Source: an optimization exercise on an open RTL-to-GDS flow (aim: small area). Production flows keep margins and buffers that such runs may drop.
The RTL was checked by simulation tests, not by an equivalence proof against the original design.
Power and IR drop assume default switching activity.

## before
## dlc_top
module dlc_top(clk, reset_n, M0_req, M0_wr, M0_address, M0_dout, M0_grant, F_interrupt, D_interrupt, M_din);
export LEC_CHECK = 0
export CAP_MARGIN = 35
export CORE_MARGIN = 2
export CORE_UTILIZATION = 45
export PLACE_DENSITY = 0.6
export SLEW_MARGIN = 35
export SYNTH_HIERARCHICAL = 1
create_clock -name core_clock -period 20.0 [get_ports {clk}]
standard.sh (not shown) runs the stock make flow with config.mk's settings and CLKGATE_MAP_FILE= SYNTH_SCRIPT=/design/flow/synth_recipe.tcl, a recipe that flattens the netlist after the stock synthesis.
==> flow/flow/run.sh <==
#!/bin/bash
# Standard layout (the standard.sh: unchanged synthesis script and steps) with two changes:
# - port buffers are buf_1 cells (every input and output still gets its own buffer);
# - clock tree synthesis uses clkbuf_8 buffers, sink clusters of at most 16 flops within
#   60 um, and no dummy loads.
# Each step's full log stays in orfs/logs/; make's own output goes to standard.log.
set -euo pipefail
export BUFFER_PORTS_ARGS="-buffer_cell sky130_fd_sc_hd__buf_1"
export CTS_ARGS="-sink_clustering_enable -repair_clock_nets -dont_use_dummy_load -buf_list sky130_fd_sc_hd__clkbuf_8 -sink_clustering_size 16 -sink_clustering_max_diameter 60"
bash standard.sh > standard.log 2>&1
before completed every stage of the flow, and the final layout passed the timing, DRC and antenna checks.
Input-level comparison between after and before:
diff --git a/flow/config.mk b/flow/config.mk
--- a/flow/config.mk
+++ b/flow/config.mk
@@ -6,8 +6,8 @@
 export NUM_CORES = 4
 export LEC_CHECK = 0
-export CAP_MARGIN = 35
+export CAP_MARGIN = 20
 export CORE_MARGIN = 2
 export CORE_UTILIZATION = 45
 export PLACE_DENSITY = 0.6
-export SLEW_MARGIN = 35
+export SLEW_MARGIN = 20
 export SYNTH_HIERARCHICAL = 1
- For wire length, before and after come out practically identical.
- Re number of cells on the worst hold path: no difference whatsoever between before and after.
- after reached the end of the flow, and the finished layout is clean on the timing, DRC and antenna checks.
- before and after ended up with nearly the same clock network fraction of design power.

========
== v53 ==
Another version of the RTL of dlc_top (not shown whole).
For scale: ~7500 cells after synthesis, roughly 79 I/O pins, ~140000 µm² of cells after synthesis.
Settings: LEC_CHECK=0, CAP_MARGIN=20, CORE_MARGIN=2, CORE_UTILIZATION=50, PLACE_DENSITY=0.7, SLEW_MARGIN=20, SYNTH_HIERARCHICAL=1; clock period 20.0 ns.
Scripts as last shown in full above: flow/flow/run.sh
Changes in v21 relative to v53:
Settings: CORE_UTILIZATION changed from 50 to 45; PLACE_DENSITY changed from 0.7 to 0.6.
[summary]
The run showing the smaller finished layout cell area is v53.
In the final design statistics, v21 uses more standard cells in total than v53.
Going from v53 to v21, clock skew fell 0.037 ns, global-route wire length before repair rose 3.6%, count of cell instances traversed by the critical path rose 1, hold slack rose 0.0057 ns.
Summary of v21 over v53: highest fanout seen on the critical path went up by 9; die area has increased.
v21 vs v53: signed area change from the synthesized netlist to the final layout up in v21
Relative to v21, the following input files were edited for v16:
--- a/flow/flow/run.sh
+++ b/flow/flow/run.sh
@@ -4 +4 @@
-# - clock tree synthesis uses clkbuf_8 buffers, sink clusters of at most 16 flops within
+# - clock tree synthesis uses clkbuf_8 buffers, sink clusters of at most 18 flops within
@@ -9 +9 @@
-export CTS_ARGS="-sink_clustering_enable -repair_clock_nets -dont_use_dummy_load -buf_list sky130_fd_sc_hd__clkbuf_8 -sink_clustering_size 16 -sink_clustering_max_diameter 60"
+export CTS_ARGS="-sink_clustering_enable -repair_clock_nets -dont_use_dummy_load -buf_list sky130_fd_sc_hd__clkbuf_8 -sink_clustering_size 18 -sink_clustering_max_diameter 60"
Power density over cell area for v16: 0.56% down relative to v21. v16 has slew of the pin with the lowest slew margin below what v21 had. The detailed route wirelength on metal2 was comparable across v21 and v16. Changes observed in v16 relative to v21: count of clock-net buffers in the final layout now sits lower, global-route wire length before repair barely changed. From v21 to v16 the numbers moved as follows: fraction of power consumed by combinational cells essentially unchanged, worst relative slew slack rose 2.8 points, global-route usage about even. On final-layout non-clock buffer area share, v16 tracks v21 almost exactly. In terms of proportion of cell area occupied by multi-input gates, v21 and v16 differ only marginally. The final layout from v16, which completed every stage, passed the timing, DRC and antenna checks at the end of the flow.

========
Setup of main:
Another version of the RTL of dlc_top (not shown whole).
For scale: about 79 I/O pins, about 140000 um^2 of cells after synthesis.
Settings: LEC_CHECK=0, CAP_MARGIN=20, CORE_MARGIN=2, CORE_UTILIZATION=45, PLACE_DENSITY=0.6, SLEW_MARGIN=20, SYNTH_HIERARCHICAL=1; clock period 20.0 ns.
==> flow/flow/run.sh <==
#!/bin/bash
# Standard layout (the standard.sh: unchanged synthesis script and steps) with two changes:
# - port buffers are buf_1 cells (every input and output still gets its own buffer);
# - clock tree synthesis uses clkbuf_8 buffers, sink clusters of at most 16 flops within
#   60 um, and no dummy loads.
# Each step's full log stays in orfs/logs/; make's own output goes to standard.log.
set -euo pipefail
export BUFFER_PORTS_ARGS="-buffer_cell sky130_fd_sc_hd__buf_1"
export CTS_ARGS="-sink_clustering_enable -repair_clock_nets -dont_use_dummy_load -buf_list sky130_fd_sc_hd__clkbuf_8 -sink_clustering_size 16 -sink_clustering_max_diameter 60"
bash standard.sh > standard.log 2>&1
In main the implementation completed, yet the final layout does not meet the checks, the culprit being negative setup slack.
## Diff of input files: the feature branch against main
Settings: SLEW_MARGIN now 35, was 20; CAP_MARGIN now 35, was 20.
Findings:
In the feature branch the implementation completed, yet the final layout does not meet the checks, the culprit being negative setup slack. Compared with main, number of cells on the critical path in the feature branch increased slightly. On smallest hold slack: the feature branch sits above main. Summary of the feature branch over main: met1 usage went up; part of the power in combinational logic went up; quantity of hold-fixing buffers added after cts did not really move; final core area utilization went up; non-clock buffer count went up. The clock-buffer cell count of the feature branch is lower than that of main. In terms of wire length reported by the detailed router, main and the feature branch differ only marginally.

==> what the ideal ports hide <==
How much do the figures lean on ideal ports? The routed layouts below were timed once more, with nothing changed but the port constraints.
Step 1 (the two cells are an assumption about what drives the block):
set clk [get_ports {clk}]
set_driving_cell -lib_cell sky130_fd_sc_hd__clkbuf_16 $clk
set_driving_cell -lib_cell sky130_fd_sc_hd__buf_2 [delete_from_list [all_inputs] $clk]
Step 2, shift: input delay + t, output delay - t, t = (earliest + latest rising clock arrival at the registers) / 2. This alone moves slack from input paths to output paths.
Three values: no drivers, after step 1, after step 2; two values: the first two.
run	t, ns	setup WS [ns]	worst setup path at the end	cell pins on the clock port's net
before	1.122	4.771 / 4.771 / 4.771	register to register	1
after	1.131	4.464 / 4.464 / 4.464	register to register	1
v53	1.081	4.744 / 4.744 / 4.744	register to register	1
v21	1.123	4.232 / 4.232 / 4.232	register to register	1
v16	1.113	3.744 / 3.744 / 3.744	register to register	1
main	1.136	-3.211 / -3.211 / -3.211	register to register	1
the feature branch	1.119	-3.268 / -3.268 / -3.268	register to register	1
